Context: an optimization exercise on an open-source flow, tuned for small area, a short achievable clock period and few clock cycles. The choices shown serve that exercise and are no tape-out recipe.
RTL that was checked went through simulation tests only; none was proved equivalent to the original.
Power and IR drop assume default switching activity.

==> onyx <==
## simplecpu
module simplecpu (
	input  logic        rst,
	input  logic        clk,
	output logic [9:0]  pc,
	input  logic [15:0] inst,
	output logic [7:0]  d_addr,
	output logic        d_wr,
	output logic [15:0] d_wdata,
	input  logic [15:0] d_rdata,
	output logic        halted);
	logic [9:0]   pc_q;
	logic         f_halt;             
	logic [255:0] regs;               
	logic [15:0]  valid;              
	logic [15:0]  nz;                 
	logic         r_we, r_st, r_ld, r_not, r_loc, r_sub, r_halt;
	logic [3:0]   r_pa, r_qa, r_wa;
	logic         r_afwd, r_bfwd;     
	logic [7:0]   r_d;
	logic         x_we, x_st, x_ld, x_not, x_alu, x_loc, x_sub, x_halt;
	logic [3:0]   x_wa;
	logic [15:0]  x_a, x_b;
	logic [3:0]  op, ra;
	logic [7:0]  d;
	logic        is_jmp, is_jmz, is_halt, stall, taken, hold;
	logic        x_zero;              
	assign op = inst[15:12];
	assign ra = inst[11:8];
	assign d  = inst[7:0];
	assign is_halt = op[3];
	assign is_jmp  = (op == 4'h7);
	assign is_jmz  = (op == 4'h5);
	logic [15:0] zflag;
	logic        r_hit, x_hit, r_known, z_ra, pc_step;
	logic [9:0]  pc_inc, pc_jmp;
	assign zflag   = ~nz;
	assign r_hit   = r_we & (r_wa == ra);
	assign x_hit   = x_we & (x_wa == ra);
	assign r_known = r_loc & ~r_ld & ~r_not & ~r_st;           
	assign z_ra    = r_hit ? (r_d == 8'h00) : x_hit ? x_zero : zflag[ra];
	assign stall   = is_jmz & r_hit & ~r_known;
	assign taken   = is_jmp | (is_jmz & z_ra);
	assign hold    = f_halt | is_halt | stall;
	pcadd pcadd (.pc(pc_q), .d(d), .pc_inc(pc_inc), .pc_jmp(pc_jmp));
	always_ff @(posedge clk) begin
		if (rst) begin
			pc_q   <= '0;
			f_halt <= 1'b0;
		end else begin
			if (~hold) pc_q <= taken ? pc_jmp : pc_inc;
			if (is_halt) f_halt <= 1'b1;
		end
	end
	logic f_ok;
	assign f_ok = ~f_halt & ~op[3];
	always_ff @(posedge clk) begin
		if (rst) begin
			r_we   <= 1'b0;
			r_st   <= 1'b0;
			r_halt <= 1'b0;
		end else begin
			r_we   <= f_ok & (op == 4'h0 || op == 4'h2 || op == 4'h3 || op == 4'h4 || op == 4'h6);
			r_st   <= f_ok & (op == 4'h1);
			r_halt <= f_halt | is_halt;
		end
	end
	always_ff @(posedge clk) begin
		r_ld  <= (op[2:0] == 3'h0);
		r_not <= (op[2:0] == 3'h6);
  ...
export LEC_CHECK = 0
export CAP_MARGIN = 20
export CORE_MARGIN = 2
export CORE_UTILIZATION = 40
export PLACE_DENSITY = 0.6
export SETUP_SLACK_MARGIN = 4.5
export SLEW_MARGIN = 20
export SYNTH_HIERARCHICAL = 1
create_clock -name core_clock -period 7.0 [get_ports {clk}]
standard.sh (not shown) runs the stock make flow with config.mk's settings and CLKGATE_MAP_FILE= SYNTH_SCRIPT=/design/flow/synth_recipe.tcl, a recipe that flattens the netlist after the stock synthesis.
==> flow/flow/run.sh <==
#!/bin/bash
# Standard ORFS layout (the standard.sh, synthesis unchanged), except that the
# input/output port buffers are sky130_fd_sc_hd__buf_2 cells instead of the default
# pick (a slow delay buffer). ORFS keeps each step's log under orfs/logs/; make's
# own output goes to standard.log here.
set -euo pipefail
bash standard.sh "BUFFER_PORTS_ARGS=-buffer_cell sky130_fd_sc_hd__buf_2" finish > standard.log 2>&1
==> willow: changes against onyx <==
--- a/flow/design.v
+++ b/flow/design.v
@@ -1,14 +1,16 @@
 module addsub16 (
 	input  logic [15:0] a,
-	input  logic [15:0] bb,
+	input  logic [15:0] b,
 	input  logic        sub,
 	output logic [15:0] s,
 	output logic        zero);    
+	logic [15:0] bb;
 	logic [15:0] g0, p0, g1, p1, g2, p2, g3, p3, g4;
 	logic [15:0] c;
+	assign bb = b ^ {16{sub}};
 	assign g0 = (a & bb) | {15'b0, (a[0] ^ bb[0]) & sub};
 	assign p0 = a ^ bb;
 	genvar i;
 	generate
 		for (i = 0; i < 16; i = i + 1) begin : pfx
 			if (i >= 1) begin
@@ -58,19 +60,12 @@
 			if (i == 0) assign lo[i] = 1'b0;
 			else        assign lo[i] = |a[i-1:0];
 		end
 	endgenerate
 	assign n = a ^ lo;
 endmodule
-module mux16 (
-	input  logic        s,
-	input  logic [15:0] a,
-	input  logic [15:0] b,
-	output logic [15:0] o);
-	assign o = s ? a : b;
-endmodule
 module simplecpu (
 	input  logic        rst,
 	input  logic        clk,
 	output logic [9:0]  pc,
 	input  logic [15:0] inst,
 	output logic [7:0]  d_addr,
@@ -82,13 +77,12 @@
 	logic         f_halt;             
 	logic [255:0] regs;               
 	logic [15:0]  valid;              
 	logic [15:0]  nz;                 
 	logic         r_we, r_st, r_ld, r_not, r_loc, r_sub, r_halt;
 	logic [3:0]   r_pa, r_qa, r_wa;
-	logic         r_afwd, r_bfwd;     
 	logic [7:0]   r_d;
 	logic         x_we, x_st, x_ld, x_not, x_alu, x_loc, x_sub, x_halt;
 	logic [3:0]   x_wa;
 	logic [15:0]  x_a, x_b;
 	logic [3:0]  op, ra;
 	logic [7:0]  d;
@@ -138,25 +132,19 @@
 		r_ld  <= (op[2:0] == 3'h0);
 		r_not <= (op[2:0] == 3'h6);
 		r_loc <= (op[2:0] == 3'h3) | (op[2:0] == 3'h0) | (op[2:0] == 3'h1) | (op[2:0] == 3'h6);
 		r_sub <= (op[2:0] == 3'h4);
 		r_pa  <= (op[2:0] == 3'h1) ? ra : inst[7:4];
 		r_qa  <= inst[3:0];
-		r_afwd <= r_we & (r_wa == ((op[2:0] == 3'h1) ? ra : inst[7:4]));
-		r_bfwd <= r_we & (r_wa == inst[3:0]) & ~((op[2:0] == 3'h3) | (op[2:0] == 3'h0) | (op[2:0] == 3'h1) | (op[2:0] == 3'h6));
 		r_wa  <= ra;
 		r_d   <= d;
 	end
 	logic [15:0] w_data;              
 	logic [15:0] p_rd, q_rd;
 	assign p_rd = valid[r_pa] ? regs[16*r_pa +: 16] : 16'h0000;
 	assign q_rd = valid[r_qa] ? regs[16*r_qa +: 16] : 16'h0000;
-	logic [15:0] a_nxt, b_nxt, b_rd;
-	assign b_rd = r_loc ? {8'h00, r_d} : {16{r_sub}} ^ q_rd;
-	mux16 amux (.s(r_afwd), .a(w_data), .b(p_rd), .o(a_nxt));
-	mux16 bmux (.s(r_bfwd), .a(w_data ^ {16{r_sub}}), .b(b_rd), .o(b_nxt));
 	always_ff @(posedge clk) begin
 		if (rst) begin
 			x_we   <= 1'b0;
 			x_st   <= 1'b0;
 			x_halt <= 1'b0;
 		end else begin
@@ -169,18 +157,18 @@
 		x_ld  <= r_ld;
 		x_not <= r_not;
 		x_loc <= r_loc & ~r_ld & ~r_not;
 		x_alu <= ~r_loc;
 		x_sub <= r_sub;
 		x_wa  <= r_wa;
-		x_a   <= a_nxt;
-		x_b   <= b_nxt;
+		x_a   <= (x_we && x_wa == r_pa) ? w_data : p_rd;
+		x_b   <= r_loc ? {8'h00, r_d} : (x_we && x_wa == r_qa) ? w_data : q_rd;
 	end
 	logic [15:0] sum, neg;
 	logic sum_zero;
-	addsub16 alu (.a(x_a), .bb(x_b), .sub(x_sub), .s(sum), .zero(sum_zero));
+	addsub16 alu (.a(x_a), .b(x_b), .sub(x_sub), .s(sum), .zero(sum_zero));
 	neg16 negu (.a(d_rdata), .n(neg));
 	assign w_data = ({16{x_alu}} & sum) | ({16{x_ld}} & d_rdata) |
 	                ({16{x_not}} & neg) | ({16{x_loc}} & x_b);
 	assign x_zero = x_alu ? sum_zero : (x_ld | x_not) ? (d_rdata == 16'h0000) : (x_b[7:0] == 8'h00);
 	always_ff @(posedge clk) begin
 		if (rst) begin
==> flow/run.sh (new file) <==
#!/bin/bash
# synth_recipe.tcl (not shown) runs the flow's synth.tcl, then flattens the netlist and writes it again
# the make line also repeats each setting of config.mk as NAME=value (left out here)
make -C /OpenROAD-flow-scripts/flow DESIGN_CONFIG=/design/flow/config.mk WORK_HOME=/design/flow/orfs CLKGATE_MAP_FILE= SYNTH_SCRIPT=/design/flow/synth_recipe.tcl finish
- SETUP_SLACK_MARGIN: 4.5 -> 4.3
removed: flow/flow/run.sh
removed: flow/standard.sh
==> garnet: changes against onyx <==
==> flow/design.v (replaced) <==
module addsub16 (
	input  logic [15:0] a,
	input  logic [15:0] b,
	input  logic        sub,
	output logic [15:0] s);
	logic [15:0] bb;
	logic [15:0] g0, p0, g1, p1, g2, p2, g3, p3, g4;
	logic [15:0] c;
	assign bb = b ^ {16{sub}};
	assign g0 = (a & bb) | {15'b0, (a[0] ^ bb[0]) & sub};
	assign p0 = a ^ bb;
	genvar i;
	generate
		for (i = 0; i < 16; i = i + 1) begin : pfx
			if (i >= 1) begin
				assign g1[i] = g0[i] | (p0[i] & g0[i-1]);
				assign p1[i] = p0[i] & p0[i-1];
			end else begin
				assign g1[i] = g0[i];
				assign p1[i] = p0[i];
			end
			if (i >= 2) begin
				assign g2[i] = g1[i] | (p1[i] & g1[i-2]);
				assign p2[i] = p1[i] & p1[i-2];
			end else begin
				assign g2[i] = g1[i];
				assign p2[i] = p1[i];
			end
			if (i >= 4) begin
				assign g3[i] = g2[i] | (p2[i] & g2[i-4]);
				assign p3[i] = p2[i] & p2[i-4];
			end else begin
				assign g3[i] = g2[i];
				assign p3[i] = p2[i];
			end
			if (i >= 8) assign g4[i] = g3[i] | (p3[i] & g3[i-8]);
			else        assign g4[i] = g3[i];
		end
	endgenerate
	assign c = {g4[14:0], sub};
	assign s = p0 ^ c;
endmodule
module simplecpu (
	input  logic        rst,
	input  logic        clk,
	output logic [9:0]  pc,
	input  logic [15:0] inst,
	output logic [7:0]  d_addr,
	output logic        d_wr,
	output logic [15:0] d_wdata,
	input  logic [15:0] d_rdata,
	output logic        halted);
	logic [9:0]   pc_q;
	logic         f_halt;             
	logic [255:0] regs;               
	logic [15:0]  valid;              
	logic [15:0]  nz;                 
	logic         r_we, r_st, r_ld, r_not, r_loc, r_sub, r_halt;
	logic [3:0]   r_pa, r_qa, r_wa;
	logic [7:0]   r_d;
	logic         x_we, x_st, x_ld, x_not, x_alu, x_loc, x_sub, x_halt;
	logic [3:0]   x_wa;
	logic [15:0]  x_a, x_b;
	logic [3:0]  op, ra;
	logic [7:0]  d;
	logic        is_jmp, is_jmz, is_halt, busy_ra, stall, taken, hold;
	logic [15:0] busy;                
	assign op = inst[15:12];
	assign ra = inst[11:8];
	assign d  = inst[7:0];
	assign is_halt = op[3];
	assign is_jmp  = (op == 4'h7);
	assign is_jmz  = (op == 4'h5);
	always_comb begin
		busy = '0;
		if (r_we) busy[r_wa] = 1'b1;
		if (x_we) busy[x_wa] = 1'b1;
	end
	assign busy_ra = busy[ra];
	assign stall   = is_jmz & busy_ra;
	assign taken   = is_jmp | (is_jmz & ~nz[ra]);
	assign hold    = f_halt | is_halt | stall;
	always_ff @(posedge clk) begin
		if (rst) begin
			pc_q   <= '0;
			f_halt <= 1'b0;
		end else begin
			if (~hold) pc_q <= pc_q + (taken ? {2'b00, d} : 10'd1);
			if (is_halt) f_halt <= 1'b1;
		end
	end
	logic f_ok;
	assign f_ok = ~f_halt & ~op[3];
	always_ff @(posedge clk) begin
		if (rst) begin
			r_we   <= 1'b0;
			r_st   <= 1'b0;
			r_halt <= 1'b0;
		end else begin
			r_we   <= f_ok & (op == 4'h0 || op == 4'h2 || op == 4'h3 || op == 4'h4 || op == 4'h6);
			r_st   <= f_ok & (op == 4'h1);
			r_halt <= f_halt | is_halt;
		end
	end
	always_ff @(posedge clk) begin
		r_ld  <= (op[2:0] == 3'h0);
		r_not <= (op[2:0] == 3'h6);
		r_loc <= (op[2:0] == 3'h3) | (op[2:0] == 3'h0) | (op[2:0] == 3'h1) | (op[2:0] == 3'h6);
		r_sub <= (op[2:0] == 3'h4);
		r_pa  <= (op[2:0] == 3'h1) ? ra : inst[7:4];
		r_qa  <= inst[3:0];
		r_wa  <= ra;
		r_d   <= d;
	end
	logic [15:0] w_data;              
	logic [15:0] p_rd, q_rd;
	assign p_rd = valid[r_pa] ? regs[16*r_pa +: 16] : 16'h0000;
	assign q_rd = valid[r_qa] ? regs[16*r_qa +: 16] : 16'h0000;
	always_ff @(posedge clk) begin
		if (rst) begin
			x_we   <= 1'b0;
			x_st   <= 1'b0;
			x_halt <= 1'b0;
		end else begin
			x_we   <= r_we;
			x_st   <= r_st;
			x_halt <= r_halt;
		end
	end
	always_ff @(posedge clk) begin
		x_ld  <= r_ld;
		x_not <= r_not;
		x_loc <= r_loc & ~r_ld & ~r_not;
		x_alu <= ~r_loc;
		x_sub <= r_sub;
		x_wa  <= r_wa;
		x_a   <= (x_we && x_wa == r_pa) ? w_data : p_rd;
		x_b   <= r_loc ? {8'h00, r_d} : (x_we && x_wa == r_qa) ? w_data : q_rd;
	end
	logic [15:0] sum, neg;
	addsub16 alu (.a(x_a), .b(x_b), .sub(x_sub), .s(sum));
	assign neg = -d_rdata;
	assign w_data = ({16{x_alu}} & sum) | ({16{x_ld}} & d_rdata) |
	                ({16{x_not}} & neg) | ({16{x_loc}} & x_b);
	always_ff @(posedge clk) begin
		if (rst) begin
			valid <= '0;
			nz    <= '0;
		end else if (x_we) begin
			valid[x_wa] <= 1'b1;
			nz[x_wa]    <= |w_data;
		end
	end
	genvar g;
	generate
		for (g = 0; g < 16; g = g + 1) begin : rf
			always_ff @(posedge clk)
				if (x_we && x_wa == g) regs[16*g +: 16] <= w_data;
		end
	endgenerate
	assign pc      = pc_q;
	assign d_addr  = x_b[7:0];
	assign d_wr    = x_st;
	assign d_wdata = x_a;
	assign halted  = x_halt;
endmodule
==> flow/run.sh (new file) <==
#!/bin/bash
# synth_recipe.tcl (not shown) runs the flow's synth.tcl, then flattens the netlist and writes it again
# the make line also repeats each setting of config.mk as NAME=value (left out here)
make -C /OpenROAD-flow-scripts/flow DESIGN_CONFIG=/design/flow/config.mk WORK_HOME=/design/flow/orfs CLKGATE_MAP_FILE= SYNTH_SCRIPT=/design/flow/synth_recipe.tcl finish
- SETUP_SLACK_MARGIN: 4.5 -> not set
- SYNTH_HIERARCHICAL: 1 -> not set
removed: flow/flow/run.sh
removed: flow/standard.sh
==> comparison table <==
item	willow	garnet	onyx
Status	timing/DRC/antenna clean	timing/DRC/antenna clean	timing/DRC/antenna clean
Placeable core region	46,460 um2	45,480 um2	47,550 um2
Critical path buffers and inverters	3	1	1
CP peak stage delay	0.40 ns	0.84 ns	0.48 ns
Post-synth net total	1,441	1,373	1,403
Final total power	4.993 mW	5.006 mW	5.369 mW
Final Cycle Share	46.51%	79.46%	40.43%
Share of Yosys cell area claimed by the top area cell type	40.87%	41.64%	40.13%
Total via count after detailed routing	12,590	12,050	12,210
Area Growth Syn to Fin	22.67%	14.31%	22.23%
Multi-input gates	819	803	805
Clock share of power	38.4%	41.5%	37.7%
WL/cell	25.76 um	25.66 um	24.74 um
Slew @ Worst Pin	1.158 ns	1.033 ns	1.029 ns
Die Width	220.8 um	218.8 um	222.8 um
Non-clock buffer total of the final layout	150	102	175
Standard cell area after detailed placement	20,150 um2	19,820 um2	20,200 um2
Reg power frac	48.7%	48.6%	46.4%
Global-route track usage on met3	2.417%	2.980%	3.491%
Number of antenna violations at the first check in global routing	0	0	1
Switching power share of the total	24.92%	24.36%	24.99%
Testbench counts of garnet, summed over its fixed seeds: cycles 74,336.
For onyx and willow, only the layout was checked, not whether the RTL still works.

==> separate check: timing with driven ports <==
The flow's constraints put no driver on any port. The routed layouts listed below were extracted and timed again, unchanged, in two steps.
Step 1 assumes that a clkbuf_16 drives the clock port and a buf_2 every other input.
Step 2, shift: input delay + t, output delay - t, t = (earliest + latest rising clock arrival at the registers) / 2. This alone moves slack from input paths to output paths.
Slacks: ideal / step 1 / step 2; pairs: ideal / step 1.
run	t, ns	setup slack, ns	pins driven straight from the clock port
onyx	0.588	4.170 / 4.165 / 3.577	1
willow	0.601	3.745 / 3.745 / 3.209	1
garnet	0.615	1.438 / 1.456 / 0.840	1
After both steps every run listed still meets setup and hold. The setup slack of garnet, which loses most, moves by +0.018 ns with the drivers and by -0.598 ns with both steps.
